Context: an optimization exercise on an open-source flow, tuned for small area and a short achievable clock period. The choices shown serve that exercise and are no tape-out recipe.
At most, simulation tests tie the RTL to the original design; equivalence was not proved.

==> run a: inputs <==
// SRGL
module SRGL(
    input wire clk,
    input wire reset,
    input wire mov,
    input wire signed [31:0] mpu_valor,
    input wire [7:0] letra_base,
    input wire mpu_valid,
    output reg ready,
    output reg [7:0] letra_final
);
make LEC_CHECK=0 ABC_AREA=1 CAP_MARGIN=20 CORE_MARGIN=2 CORE_UTILIZATION=65 CTS_CLUSTER_DIAMETER=80 CTS_CLUSTER_SIZE=30 PLACE_DENSITY=0.75 SLEW_MARGIN=20 SYNTH_HIERARCHICAL=1 SYNTH_MINIMUM_KEEP_SIZE=0 finish   # period 90.0 ns
run.sh (not shown) runs the stock make flow with config.mk's settings and CLKGATE_MAP_FILE= SYNTH_SCRIPT=/design/flow/synth_recipe.tcl, a recipe that flattens the netlist after the stock synthesis.
==> run b: changes against run a <==
--- a/flow/config.mk
+++ b/flow/config.mk
@@ -11,7 +11,7 @@
 export CORE_UTILIZATION = 65
 export CTS_CLUSTER_DIAMETER = 80
 export CTS_CLUSTER_SIZE = 30
-export PLACE_DENSITY = 0.75
+export PLACE_DENSITY = 0.88
 export SLEW_MARGIN = 20
 export SYNTH_HIERARCHICAL = 1
 export SYNTH_MINIMUM_KEEP_SIZE = 0
==> run c: changes against run a <==
--- a/flow/config.mk
+++ b/flow/config.mk
@@ -5,13 +5,12 @@
 export SDC_FILE = /design/flow/constraint.sdc
 export NUM_CORES = 4
 export LEC_CHECK = 0
-export ABC_AREA = 1
+export ABC_AREA = 0
 export CAP_MARGIN = 20
 export CORE_MARGIN = 2
 export CORE_UTILIZATION = 65
 export CTS_CLUSTER_DIAMETER = 80
 export CTS_CLUSTER_SIZE = 30
-export PLACE_DENSITY = 0.75
 export SLEW_MARGIN = 20
 export SYNTH_HIERARCHICAL = 1
 export SYNTH_MINIMUM_KEEP_SIZE = 0
==> qor summary <==
Post-Route Hold Slack: run b 0.463 ns; run a 0.463 ns; run c 0.435 ns
Total wire length after detailed routing: run b 116 mm; run a 111 mm; run c 119 mm
GR Layer Usage met2: run b 0.510; run a 0.468; run c 0.528
Rel. slew slack: run b 0.277; run a 0.303; run c 0.268
Clock network latency to the later pin of the worst-skew pair: run b 0.65 ns; run a 0.61 ns; run c 0.61 ns
Critical path destination: run b letra_final[1]$_DFF_PP1_; run a letra_final[1]$_DFF_PP1_; run c letra_final[2]$_DFF_PP1_
Fill cell total of the finished layout: run b 4,504; run a 5,064; run c 5,178
Peak clock frequency supported by timing: run b 0.0337 GHz; run a 0.0340 GHz; run c 0.0332 GHz
Global-route wire length before repair: run b 182 mm; run a 173 mm; run c 184 mm
Number of cells produced by synthesis: run b 3,916; run a 3,916; run c 3,809
Final HPWL DP: run b 92.3 mm; run a 90.1 mm; run c 96.5 mm
Global routing met1 resource utilization: run b 0.434; run a 0.468; run c 0.478
Overall via count from detail_route: run b 30,200; run a 28,700; run c 28,800
Run status: run b no timing/DRC/antenna violations; run a no timing/DRC/antenna violations; run c no timing/DRC/antenna violations
Slack of the critical path: run b 60.31 ns; run a 60.62 ns; run c 59.91 ns
Per-cell via count in the routed design: run b 6.08; run a 5.77; run c 5.91

==> try-indigo <==
Another version of the RTL of SRGL (not shown whole).
clock: 90.0 ns
lec_check: 0
abc_area: 1
cap_margin: 20
core_margin: 2
core_utilization: 65
cts_cluster_diameter: 80
cts_cluster_size: 30
slew_margin: 20
synth_hierarchical: 1
synth_minimum_keep_size: 0
==> try-quartz (differences from try-indigo) <==
--- a/flow/design.v
+++ b/flow/design.v
@@ -6666,15 +6666,14 @@
 srgl_fa u_fs3723 (.a(fc3658), .b(fs3695), .c(fc3694), .s(fs3723), .co(fc3724));
 srgl_fa u_fs3725 (.a(fc3662), .b(fs3697), .c(fc3696), .s(fs3725), .co(fc3726));
 srgl_fa u_fs3727 (.a(fc3666), .b(fs3699), .c(fc3698), .s(fs3727), .co(fc3728));
 srgl_fa u_fs3729 (.a(fc3670), .b(fs3701), .c(fc3700), .s(fs3729), .co(fc3730));
 wire [13:0] row_a = {fs3729, fs3727, fs3725, fs3723, fs3721, fs3719, fs3717, fs3715, fs3713, fs3711, fs3709, fs3707, fs3705, hs3675};
 wire [13:0] row_b = {fc3728, fc3726, fc3724, fc3722, fc3720, fc3718, fc3716, fc3714, fc3712, fc3710, fc3708, fc3706, hc3704, hs3703};
-wire row_co;
-srgl_cout u_cout (.a(row_a), .b(row_b), .co(row_co));
-wire big = fc3428 | fc3430 | fc3432 | fc3532 | fc3534 | fc3536 | fc3538 | fc3616 | fc3618 | fc3620 | fc3672 | fc3674 | fc3702 | fc3730 | sat156 | sat261 | sat361 | sat460 | sat565 | sat664 | sat761 | sat866 | sat971 | sat1076 | sat1179 | sat1284 | sat1384 | sat1471 | sat1565 | sat1659 | sat1753 | sat1843 | sat1945 | sat2043 | sat2145 | sat2237 | sat2327 | sat2416 | sat2510 | sat2602 | sat2694 | sat2786 | sat2875 | sat2969 | row_co;
+wire [14:0] row_sum = {1'b0, row_a} + {1'b0, row_b};
+wire big = fc3428 | fc3430 | fc3432 | fc3532 | fc3534 | fc3536 | fc3538 | fc3616 | fc3618 | fc3620 | fc3672 | fc3674 | fc3702 | fc3730 | sat156 | sat261 | sat361 | sat460 | sat565 | sat664 | sat761 | sat866 | sat971 | sat1076 | sat1179 | sat1284 | sat1384 | sat1471 | sat1565 | sat1659 | sat1753 | sat1843 | sat1945 | sat2043 | sat2145 | sat2237 | sat2327 | sat2416 | sat2510 | sat2602 | sat2694 | sat2786 | sat2875 | sat2969 | row_sum[14];
 wire match = ~big & span_ok;
 wire is_model = (letra_base == "D") | (letra_base == "H") | (letra_base == "F") | (letra_base == "L");
 reg [7:0] target;
 always @(*) begin
     case (msel)
         2'd0: target = "Z";
@@ -6715,28 +6714,12 @@
 assign mf[11] = b[3] ? b[2] : 1'b1;
 assign mf[12] = b[3] ? 1'b1 : 1'b0;
 assign mf[13] = b[3] ? 1'b1 : ~b[1];
 assign mf[14] = b[3] ? 1'b1 : b[1];
 assign mf[15] = b[3] ? 1'b1 : 1'b1;
 endmodule
-module srgl_cout(input wire [13:0] a, input wire [13:0] b, output wire co);
-wire [13:0] g0 = a & b, p0 = a | b;
-wire [13:0] g1, p1, g2, p2, g3, p3, g4;
-genvar i;
-generate for (i = 0; i < 14; i = i + 1) begin : pf
-    if (i >= 1) begin assign g1[i] = g0[i] | (p0[i] & g0[i-1]); assign p1[i] = p0[i] & p0[i-1]; end
-    else begin assign g1[i] = g0[i]; assign p1[i] = p0[i]; end
-    if (i >= 2) begin assign g2[i] = g1[i] | (p1[i] & g1[i-2]); assign p2[i] = p1[i] & p1[i-2]; end
-    else begin assign g2[i] = g1[i]; assign p2[i] = p1[i]; end
-    if (i >= 4) begin assign g3[i] = g2[i] | (p2[i] & g2[i-4]); assign p3[i] = p2[i] & p2[i-4]; end
-    else begin assign g3[i] = g2[i]; assign p3[i] = p2[i]; end
-    if (i >= 8) begin assign g4[i] = g3[i] | (p3[i] & g3[i-8]); end
-    else begin assign g4[i] = g3[i]; end
-end endgenerate
-assign co = g4[13];
-endmodule
 module srgl_inv(input wire a, output wire y);
 assign y = ~a;
 endmodule
 module srgl_nand(input wire a, input wire b, output wire y);
 assign y = ~(a & b);
 endmodule
==> try-xenon (differences from try-indigo) <==
--- a/flow/design.v
+++ b/flow/design.v
@@ -114,13 +114,16 @@
 wire [6:0] mxh = ~zz[15:9] + {6'd0, (zz[8:0] == 9'd0)};   
 wire [7:0] dmax = {hmax[6], hmax} - {mxh[6], mxh};
 wire [7:0] dmin = {mxh[6], mxh} - {hmin[6], hmin};
 wire span_ok = (dmax[7] | ~|dmax[6:4]) & (dmin[7] | ~|dmin[6:4]);    
 wire [1:0] msel = {letra_base[3], letra_base[3] ? letra_base[2] : letra_base[1]};    
 wire [15:0] mf;
-srgl_dec u_dec (.b(letra_base[3:1]), .mf(mf));
+genvar g;
+generate for (g = 0; g < 16; g = g + 1) begin : mfg
+    assign mf[g] = (msel == 2'd0) ? g[0] : (msel == 2'd1) ? g[1] : (msel == 2'd2) ? g[2] : g[3];
+end endgenerate
 reg [14:0] qsel;
 always @(*) begin
     case (msel)
         2'd0: qsel = 15'd4525;
         2'd1: qsel = 15'd13522;
         2'd2: qsel = 15'd4505;
@@ -6666,15 +6669,14 @@
 srgl_fa u_fs3723 (.a(fc3658), .b(fs3695), .c(fc3694), .s(fs3723), .co(fc3724));
 srgl_fa u_fs3725 (.a(fc3662), .b(fs3697), .c(fc3696), .s(fs3725), .co(fc3726));
 srgl_fa u_fs3727 (.a(fc3666), .b(fs3699), .c(fc3698), .s(fs3727), .co(fc3728));
 srgl_fa u_fs3729 (.a(fc3670), .b(fs3701), .c(fc3700), .s(fs3729), .co(fc3730));
 wire [13:0] row_a = {fs3729, fs3727, fs3725, fs3723, fs3721, fs3719, fs3717, fs3715, fs3713, fs3711, fs3709, fs3707, fs3705, hs3675};
 wire [13:0] row_b = {fc3728, fc3726, fc3724, fc3722, fc3720, fc3718, fc3716, fc3714, fc3712, fc3710, fc3708, fc3706, hc3704, hs3703};
-wire row_co;
-srgl_cout u_cout (.a(row_a), .b(row_b), .co(row_co));
-wire big = fc3428 | fc3430 | fc3432 | fc3532 | fc3534 | fc3536 | fc3538 | fc3616 | fc3618 | fc3620 | fc3672 | fc3674 | fc3702 | fc3730 | sat156 | sat261 | sat361 | sat460 | sat565 | sat664 | sat761 | sat866 | sat971 | sat1076 | sat1179 | sat1284 | sat1384 | sat1471 | sat1565 | sat1659 | sat1753 | sat1843 | sat1945 | sat2043 | sat2145 | sat2237 | sat2327 | sat2416 | sat2510 | sat2602 | sat2694 | sat2786 | sat2875 | sat2969 | row_co;
+wire [14:0] row_sum = {1'b0, row_a} + {1'b0, row_b};
+wire big = fc3428 | fc3430 | fc3432 | fc3532 | fc3534 | fc3536 | fc3538 | fc3616 | fc3618 | fc3620 | fc3672 | fc3674 | fc3702 | fc3730 | sat156 | sat261 | sat361 | sat460 | sat565 | sat664 | sat761 | sat866 | sat971 | sat1076 | sat1179 | sat1284 | sat1384 | sat1471 | sat1565 | sat1659 | sat1753 | sat1843 | sat1945 | sat2043 | sat2145 | sat2237 | sat2327 | sat2416 | sat2510 | sat2602 | sat2694 | sat2786 | sat2875 | sat2969 | row_sum[14];
 wire match = ~big & span_ok;
 wire is_model = (letra_base == "D") | (letra_base == "H") | (letra_base == "F") | (letra_base == "L");
 reg [7:0] target;
 always @(*) begin
     case (msel)
         2'd0: target = "Z";
@@ -6697,46 +6699,12 @@
 assign s = a ^ b ^ c;
 assign co = (a & b) | (a & c) | (b & c);
 endmodule
 module srgl_nor(input wire a, input wire b, output wire y);
 assign y = ~(a | b);
 endmodule
-module srgl_dec(input wire [3:1] b, output wire [15:0] mf);
-assign mf[0] = b[3] ? 1'b0 : 1'b0;
-assign mf[1] = b[3] ? 1'b0 : ~b[1];
-assign mf[2] = b[3] ? 1'b0 : b[1];
-assign mf[3] = b[3] ? 1'b0 : 1'b1;
-assign mf[4] = b[3] ? ~b[2] : 1'b0;
-assign mf[5] = b[3] ? ~b[2] : ~b[1];
-assign mf[6] = b[3] ? ~b[2] : b[1];
-assign mf[7] = b[3] ? ~b[2] : 1'b1;
-assign mf[8] = b[3] ? b[2] : 1'b0;
-assign mf[9] = b[3] ? b[2] : ~b[1];
-assign mf[10] = b[3] ? b[2] : b[1];
-assign mf[11] = b[3] ? b[2] : 1'b1;
-assign mf[12] = b[3] ? 1'b1 : 1'b0;
-assign mf[13] = b[3] ? 1'b1 : ~b[1];
-assign mf[14] = b[3] ? 1'b1 : b[1];
-assign mf[15] = b[3] ? 1'b1 : 1'b1;
-endmodule
-module srgl_cout(input wire [13:0] a, input wire [13:0] b, output wire co);
-wire [13:0] g0 = a & b, p0 = a | b;
-wire [13:0] g1, p1, g2, p2, g3, p3, g4;
-genvar i;
-generate for (i = 0; i < 14; i = i + 1) begin : pf
-    if (i >= 1) begin assign g1[i] = g0[i] | (p0[i] & g0[i-1]); assign p1[i] = p0[i] & p0[i-1]; end
-    else begin assign g1[i] = g0[i]; assign p1[i] = p0[i]; end
-    if (i >= 2) begin assign g2[i] = g1[i] | (p1[i] & g1[i-2]); assign p2[i] = p1[i] & p1[i-2]; end
-    else begin assign g2[i] = g1[i]; assign p2[i] = p1[i]; end
-    if (i >= 4) begin assign g3[i] = g2[i] | (p2[i] & g2[i-4]); assign p3[i] = p2[i] & p2[i-4]; end
-    else begin assign g3[i] = g2[i]; assign p3[i] = p2[i]; end
-    if (i >= 8) begin assign g4[i] = g3[i] | (p3[i] & g3[i-8]); end
-    else begin assign g4[i] = g3[i]; end
-end endgenerate
-assign co = g4[13];
-endmodule
 module srgl_inv(input wire a, output wire y);
 assign y = ~a;
 endmodule
 module srgl_nand(input wire a, input wire b, output wire y);
 assign y = ~(a & b);
 endmodule
ABC_AREA = 0   (was 1)
==> metrics.yaml <==
status: "complete, no violations"
multi_input_area_share: 0.640
grt_usage: 0.331
r2r-end: "letra_final[1]"
start_util: 0.660
cp.required_ps: 90540
the above is filed under try-quartz

==> metrics.yaml <==
multi_input_area_share: 0.649
start_util: 0.655
status: "complete, no violations"
seq_area_frac: 0.276
r2r-end: "letra_final[2]"
grt_usage: 0.340
the above is filed under try-xenon

==> metrics.yaml <==
status: "complete, no violations"
syn2layout_area_growth_pct: 6.45
r2r-end: "letra_final[3]"
rows: 99
grt_usage: 0.329
start_util: 0.654
post_cts_buffers: 0
cp.required_ps: 90560
seq_area_frac: 0.277
multi_input_area_share: 0.643
drtPass1Iterations: 5
the above is filed under try-indigo

The RTL of try-indigo and try-xenon was laid out without a check of its function.

==> afterwards: timing with drivers on the ports <==
Ports are ideal in the flow. The routed layouts listed here were re-timed in OpenROAD.
Step 1 (the two cells are an assumption about what drives the block):
set clk [get_ports {clk}]
set_driving_cell -lib_cell sky130_fd_sc_hd__clkbuf_16 $clk
set_driving_cell -lib_cell sky130_fd_sc_hd__buf_2 [delete_from_list [all_inputs] $clk]
Step 2 also shifts input and output timing later by t, the mid clock arrival at the registers, as if the neighbouring blocks saw the same clock.
Three values: ideal ports, drivers, drivers and shift; two values: the first two.
| run | shift t [ns] | setup slack, ns | hold slack, ns | clock arrival spread, ns |
|---|---|---|---|---|
| run a | 0.664 | 60.616 / 60.661 / 59.997 | 0.463 / 0.463 / 0.463 | 0.038 / 0.038 |
| run b | 0.702 | 60.312 / 60.353 / 59.652 | 0.463 / 0.463 / 0.463 | 0.035 / 0.035 |
| run c | 0.662 | 59.905 / 59.948 / 59.286 | 0.435 / 0.435 / 0.435 | 0.042 / 0.042 |
| try-indigo | 0.661 | 59.474 / 59.517 / 58.855 | 0.460 / 0.460 / 0.460 | 0.037 / 0.037 |
| try-quartz | 0.668 | 60.114 / 60.156 / 59.488 | 0.449 / 0.449 / 0.449 | 0.044 / 0.044 |
| try-xenon | 0.664 | 59.465 / 59.504 / 58.840 | 0.466 / 0.466 / 0.466 | 0.031 / 0.032 |
After both steps setup and hold are still met in every run listed. For run b, which loses most, drivers alone change the setup slack by +0.041 ns; drivers and shift together by -0.660 ns.
